This design comes from an exercise in tuning for small area on the open sky130 flow, not from production work. Function was checked by simulation only, so behaviour that the tests miss may differ from the original. The flow treats the clock pin as an ideal source, which a real chip does not have. Power figures rest on the tool's default switching activity, not on a simulated workload.

// top
module top(
    input  clk     ,
    input  rst     ,
    input  btnU    ,
    input  btnD    ,
    input  btnL    ,
    input  btnR    ,
    output       Hsync   ,
    output       Vsync   ,
    output [3:0] vgaRed  ,
    output [3:0] vgaGreen,
    output [3:0] vgaBlue
);
==> flow/config.mk <==
export PLATFORM = sky130hd
export DESIGN_NAME = top
export DESIGN_NICKNAME = top
export VERILOG_FILES = /design/flow/design.v
export SDC_FILE = /design/flow/constraint.sdc
export NUM_CORES = 4
export LEC_CHECK = 0
export CAP_MARGIN = 20
export CORE_MARGIN = 2
export CORE_UTILIZATION = 55
export PLACE_DENSITY = 0.65
export SLEW_MARGIN = 20
export SYNTH_HIERARCHICAL = 1
==> flow/constraint.sdc <==
create_clock -name core_clock -period 11.0 [get_ports {clk}]
set_input_delay 2.2000 -clock core_clock [delete_from_list [all_inputs] [get_ports {clk}]]
set_output_delay 2.2000 -clock core_clock [all_outputs]
set_load 0.01 [all_outputs]
standard.sh (not shown) runs the stock make flow with config.mk's settings and CLKGATE_MAP_FILE= SYNTH_SCRIPT=/design/flow/synth_recipe.tcl, a recipe that flattens the netlist after the stock synthesis.
==> flow/flow/run.sh <==
#!/bin/bash
# The standard layout (the standard.sh: ORFS synthesis to finish) with
# three layout choices:
# - after synthesis, combinational cells that ABC sized above drive 1 are
#   set back to drive 1 (flow/downsize.tcl); the flow's repair steps size
#   up again wherever slew, capacitance or timing need it
# - clock tree: clkbuf_8 buffers and no dummy loads at the leaves
# - port buffers: buf_1
# Synthesis, floorplan, power grid, taps, placement and routing are
# standard.sh unchanged. Each tool's output goes to a log file here.
set -e
export CTS_ARGS="-sink_clustering_enable -repair_clock_nets -buf_list sky130_fd_sc_hd__clkbuf_8 -dont_use_dummy_load"
export BUFFER_PORTS_ARGS="-buffer_cell sky130_fd_sc_hd__buf_1"
bash standard.sh synth > synth.log 2>&1
DS_ODB=orfs/results/$FLOW_PLATFORM/top/base/1_synth.odb \
  openroad -no_init -exit flow/downsize.tcl > downsize.log 2>&1
bash standard.sh > standard.log 2>&1
==> flow/flow/downsize.tcl <==
# Swaps every combinational cell that synthesis sized above drive 1 for the
# same function at drive 1 (or 0), where the platform has one that is not
# don't-use. Timing repair later in the flow sizes cells up where needed.
set odb $::env(DS_ODB)
read_db $odb
set db [ord::get_db]
set block [ord::get_db_block]
set dont_use [list]
if {[info exists ::env(DONT_USE_CELLS)]} { set dont_use $::env(DONT_USE_CELLS) }
# never pick the platform's special-purpose cells
set n 0
foreach inst [$block getInsts] {
  set m [$inst getMaster]
  set name [$m getName]
  if {![regexp {^(sky130_fd_sc_hd__)([a-z0-9]+)_([0-9]+)$} $name -> pre base drv]} { continue }
  if {$drv <= 1} { continue }
  if {[regexp {lpflow|probe} $base]} { continue }
  if {[regexp {^(df|sdf|dl|edf|sedf|clk|buf|fa|ha|fah|conb|tap|fill|decap|diode)} $base]} { continue }
  foreach d {1 0} {
    set cand "${pre}${base}_${d}"
    if {[lsearch -exact $dont_use $cand] >= 0} { continue }
    set nm [$db findMaster $cand]
    if {$nm != "NULL" && $nm != ""} {
      $inst swapMaster $nm
      incr n
      break
    }
  }
}
puts "downsized $n cells"
write_db $odb
The first run passed the timing, DRC and antenna checks.
Next try:
Settings changed: CORE_UTILIZATION 55 to 40, PLACE_DENSITY 0.65 to not set.
Result:
- The new run passed the timing, DRC and antenna checks
- combinational power stays flat
- flip-flop and latch count does not change
- critical path depth does not change
- hold slack degrades by 0.016 ns
- via count drops by a few percent
Next try:
==> flow/flow/run.sh (replaced) <==
#!/bin/bash
# The standard layout (the standard.sh: ORFS synthesis to finish) with
# these layout choices:
# - after synthesis, combinational cells that ABC sized above drive 1 are
#   set back to drive 1 (flow/downsize.tcl); the flow's repair steps size
#   up again wherever slew, capacitance or timing need it
# - clock tree: ORFS's CTS step run through flow/cts.py, with clkbuf_8
#   buffers, no dummy loads at the leaves and up to 30 sinks per H-tree leaf
# - port buffers: buf_1
# Synthesis, floorplan, power grid, taps, placement and routing are
# standard.sh unchanged. Each tool's output goes to a log file here.
set -e
export CTS_ARGS="-sink_clustering_enable -repair_clock_nets -root_buf sky130_fd_sc_hd__clkbuf_16 -tree_buf sky130_fd_sc_hd__clkbuf_8 -buf_list sky130_fd_sc_hd__clkbuf_8 -dont_use_dummy_load"
export BUFFER_PORTS_ARGS="-buffer_cell sky130_fd_sc_hd__buf_1"
export CTS_MAX_LEAF_SINKS=30
bash standard.sh synth > synth.log 2>&1
DS_ODB=orfs/results/$FLOW_PLATFORM/top/base/1_synth.odb \
  openroad -no_init -exit flow/downsize.tcl > downsize.log 2>&1
bash standard.sh place > place.log 2>&1
bash standard.sh run RUN_SCRIPT=$PWD/flow/cts.py RUN_LOG_NAME_STEM=4_1_cts > cts.log 2>&1
bash standard.sh > standard.log 2>&1
==> flow/flow/cts.py (new file) <==
# Runs ORFS's own CTS step (scripts/cts.tcl, with CTS_ARGS from run.sh)
# after raising TritonCTS's limit on sinks per H-tree leaf from its default
# of 15, which has no Tcl option: with about 140 flip-flops the H-tree then
# stops one level earlier (8 leaf buffers instead of 16).
import os
from openroad import Design, Tech

tech = Tech()
design = Design(tech)
parms = design.getTritonCts().getParms()
parms.setNumMaxLeafSinks(int(os.environ.get("CTS_MAX_LEAF_SINKS", "30")))
print("CTS max leaf sinks:", parms.getNumMaxLeafSinks())
design.evalTclString("source $::env(SCRIPTS_DIR)/cts.tcl")
Settings changed: CORE_UTILIZATION 40 to 65, PLACE_DENSITY set to 0.75.
Result: Design area drops by 1.7%; wire length is about the same; sequential power stays flat; clock power goes up by about 2%; worst hold slack hardly moves; flip-flop and latch count does not change; global-route usage came out higher by 10 points; final cell count goes down by 11%; die area goes down by 38%; power rose by 0.65%; via count went up by 2.2%.

top again, from the RTL that the note above started with.
Settings: LEC_CHECK=0, CAP_MARGIN=20, CORE_MARGIN=2, CORE_UTILIZATION=75, PLACE_DENSITY=0.85, SLEW_MARGIN=20, SYNTH_HIERARCHICAL=1; clock period 11.0 ns.
==> flow/flow/run.sh <==
#!/bin/bash
# The standard layout (the standard.sh: ORFS synthesis to finish) with
# three layout choices:
# - after synthesis, combinational cells that ABC sized above drive 1 are
#   set back to drive 1 (flow/downsize.tcl); the flow's repair steps size
#   up again wherever slew, capacitance or timing need it
# - clock tree: clkbuf_8 buffers and no dummy loads at the leaves
# - port buffers: buf_1
# Synthesis, floorplan, power grid, taps, placement and routing are
# standard.sh unchanged. Each tool's output goes to a log file here.
set -e
export CTS_ARGS="-sink_clustering_enable -repair_clock_nets -buf_list sky130_fd_sc_hd__clkbuf_8 -dont_use_dummy_load"
export BUFFER_PORTS_ARGS="-buffer_cell sky130_fd_sc_hd__buf_1"
bash standard.sh synth > synth.log 2>&1
DS_ODB=orfs/results/$FLOW_PLATFORM/top/base/1_synth.odb \
  openroad -no_init -exit flow/downsize.tcl > downsize.log 2>&1
bash standard.sh > standard.log 2>&1
Scripts as last shown in full above: flow/flow/downsize.tcl
Rerun with:
--- a/flow/config.mk
+++ b/flow/config.mk
@@ -9,4 +9,4 @@
 export CORE_MARGIN = 2
-export CORE_UTILIZATION = 75
-export PLACE_DENSITY = 0.85
+export CORE_UTILIZATION = 65
+export PLACE_DENSITY = 0.75
 export SLEW_MARGIN = 20
Total power is about the same.
Routed wire length fell by 3.7%.
Count of clock-buffer cells in the layout does not change.
Maximum frequency fell by 2.4%.
Die area came out higher by 15%.
Sequential share of layout area goes down by 0.10 points.
Design area rose by 0.34%.
Worst hold slack degrades by 11 ps.
Utilization came out lower by 10 points.
Combinational power went down by about 2%.
Global-route usage came out lower by 5.1 points.
Rerun with:
==> flow/flow/run.sh (replaced) <==
#!/bin/bash
# The standard layout (the standard.sh: ORFS synthesis to finish) with
# these layout choices:
# - after synthesis, combinational cells that ABC sized above drive 1 are
#   set back to drive 1 (flow/downsize.tcl); the flow's repair steps size
#   up again wherever slew, capacitance or timing need it
# - clock tree: ORFS's CTS step run through flow/cts.py, with clkbuf_8
#   buffers, no dummy loads at the leaves and up to 30 sinks per H-tree leaf
# - port buffers: buf_1
# Synthesis, floorplan, power grid, taps, placement and routing are
# standard.sh unchanged. Each tool's output goes to a log file here.
set -e
export CTS_ARGS="-sink_clustering_enable -repair_clock_nets -root_buf sky130_fd_sc_hd__clkbuf_16 -tree_buf sky130_fd_sc_hd__clkbuf_8 -buf_list sky130_fd_sc_hd__clkbuf_8 -dont_use_dummy_load"
export BUFFER_PORTS_ARGS="-buffer_cell sky130_fd_sc_hd__buf_1"
export CTS_MAX_LEAF_SINKS=30
bash standard.sh synth > synth.log 2>&1
DS_ODB=orfs/results/$FLOW_PLATFORM/top/base/1_synth.odb \
  openroad -no_init -exit flow/downsize.tcl > downsize.log 2>&1
bash standard.sh place > place.log 2>&1
bash standard.sh run RUN_SCRIPT=$PWD/flow/cts.py RUN_LOG_NAME_STEM=4_1_cts > cts.log 2>&1
bash standard.sh > standard.log 2>&1
==> flow/flow/cts.py (new file) <==
# Runs ORFS's own CTS step (scripts/cts.tcl, with CTS_ARGS from run.sh)
# after raising TritonCTS's limit on sinks per H-tree leaf from its default
# of 15, which has no Tcl option: with about 140 flip-flops the H-tree then
# stops one level earlier (8 leaf buffers instead of 16).
import os
from openroad import Design, Tech

tech = Tech()
design = Design(tech)
parms = design.getTritonCts().getParms()
parms.setNumMaxLeafSinks(int(os.environ.get("CTS_MAX_LEAF_SINKS", "30")))
print("CTS max leaf sinks:", parms.getNumMaxLeafSinks())
design.evalTclString("source $::env(SCRIPTS_DIR)/cts.tcl")
--- a/flow/config.mk
+++ b/flow/config.mk
@@ -9,4 +9,4 @@
 export CORE_MARGIN = 2
-export CORE_UTILIZATION = 65
-export PLACE_DENSITY = 0.75
+export CORE_UTILIZATION = 75
+export PLACE_DENSITY = 0.85
 export SLEW_MARGIN = 20
Total power climbs by about 0.43%; synthesized cell count is unchanged; cell count went down by 4.0%; final area shrinks by about 0.43%; via count went up by about 3%; area after synthesis is unchanged; routed wire length climbs by 3.8%; maximum frequency came out higher by about 2.3%; worst hold slack improved by 9.0 ps.
Rerun with:
--- a/flow/flow/run.sh
+++ b/flow/flow/run.sh
@@ -15,2 +15,3 @@
 export CTS_MAX_LEAF_SINKS=30
+export POST_CTS_TCL=$PWD/flow/post_cts.tcl
 bash standard.sh synth > synth.log 2>&1
==> flow/flow/post_cts.tcl (new file) <==
estimate_parasitics -placement
set small_cell [get_lib_cells sky130_fd_sc_hd__clkbuf_8]
set big_cell [get_lib_cells sky130_fd_sc_hd__clkbuf_16]
proc worst_load_slew {inst} {
  set worst 0.0
  foreach opin [get_pins -of_objects $inst -filter "direction==output"] {
    foreach p [get_pins -of_objects [get_nets -of_objects $opin] -filter "direction==input"] {
      set s [get_property $p slew_max]
      if {$s > $worst} { set worst $s }
    }
  }
  return $worst
}
foreach inst [get_cells *] {
  if {[get_property $inst ref_name] ne "sky130_fd_sc_hd__clkbuf_16"} { continue }
  set ipin [get_pins -of_objects $inst -filter "direction==input"]
  if {[get_full_name [get_nets -of_objects $ipin]] eq "clk"} { continue }
  replace_cell $inst $small_cell
  estimate_parasitics -placement
  set s [worst_load_slew $inst]
  if {$s > 0.100} {
    replace_cell $inst $big_cell
    estimate_parasitics -placement
    puts "post_cts: [get_full_name $inst] stays clkbuf_16 (clkbuf_8 slew $s)"
  } else {
    puts "post_cts: [get_full_name $inst] -> clkbuf_8 (slew $s)"
  }
}
detailed_placement
check_placement -verbose
--- a/flow/config.mk
+++ b/flow/config.mk
@@ -9,4 +9,4 @@
 export CORE_MARGIN = 2
-export CORE_UTILIZATION = 75
-export PLACE_DENSITY = 0.85
+export CORE_UTILIZATION = 65
+export PLACE_DENSITY = 0.75
 export SLEW_MARGIN = 20
Register-to-register slack gets worse by 210 ps. Setup slack loses 210 ps. Worst hold slack improves by 8.4 ps. First-iteration DRC count fell by about 30%. Clock-buffer cell count is unchanged. Design area barely changes. Total power went down by 4.2%. Area after synthesis is unchanged. Global-route usage drops by 5.1 points. Wire length decreases by 3.9%.
Rerun with:
--- a/flow/flow/post_cts.tcl
+++ b/flow/flow/post_cts.tcl
@@ -13,2 +13,3 @@
 }
+set clk_port_net [get_nets -of_objects [get_ports clk]]
 foreach inst [get_cells *] {
@@ -16,3 +17,3 @@
   set ipin [get_pins -of_objects $inst -filter "direction==input"]
-  if {[get_full_name [get_nets -of_objects $ipin]] eq "clk"} { continue }
+  if {[get_full_name [get_nets -of_objects $ipin]] eq [get_full_name $clk_port_net]} { continue }
   replace_cell $inst $small_cell
After rerunning: This time the run ended with an error in clock tree synthesis (4_1_cts); area after synthesis does not change; synthesized cell count stays the same.

==> static timing again, ports no longer ideal <==
Ports are ideal in the flow. The routed layouts listed here were re-timed in OpenROAD.
Step 1 assumes that a clkbuf_16 drives the clock port and a buf_2 every other input.
Step 2 also shifts input and output timing later by t, the mid clock arrival at the registers, as if the neighbouring blocks saw the same clock.
a / b / c = ideal / step 1 / step 2; a / b = the first two.
run	shift t [ns]	setup WS [ns]	hold slack, ns	worst register clock-pin slew, ns	cell pins on the clock port's net
the first run of note 1	0.467	1.648 / 1.648 / 1.648	0.361 / 0.361 / 0.361	0.08 / 0.08	1
the second run of note 1	0.460	1.924 / 1.924 / 1.924	0.344 / 0.344 / 0.344	0.09 / 0.09	1
the third run of note 1	0.397	1.765 / 1.765 / 1.765	0.347 / 0.347 / 0.347	0.09 / 0.09	1
the first run of note 2	0.476	1.962 / 1.962 / 1.962	0.362 / 0.362 / 0.362	0.08 / 0.08	1
the second run of note 2	0.467	1.744 / 1.744 / 1.744	0.351 / 0.351 / 0.351	0.08 / 0.08	1
the third run of note 2	0.398	1.954 / 1.954 / 1.954	0.360 / 0.360 / 0.360	0.09 / 0.09	1
the fourth run of note 2	0.386	1.739 / 1.739 / 1.739	0.368 / 0.368 / 0.368	0.09 / 0.09	1
After both steps setup and hold are still met in every run listed.
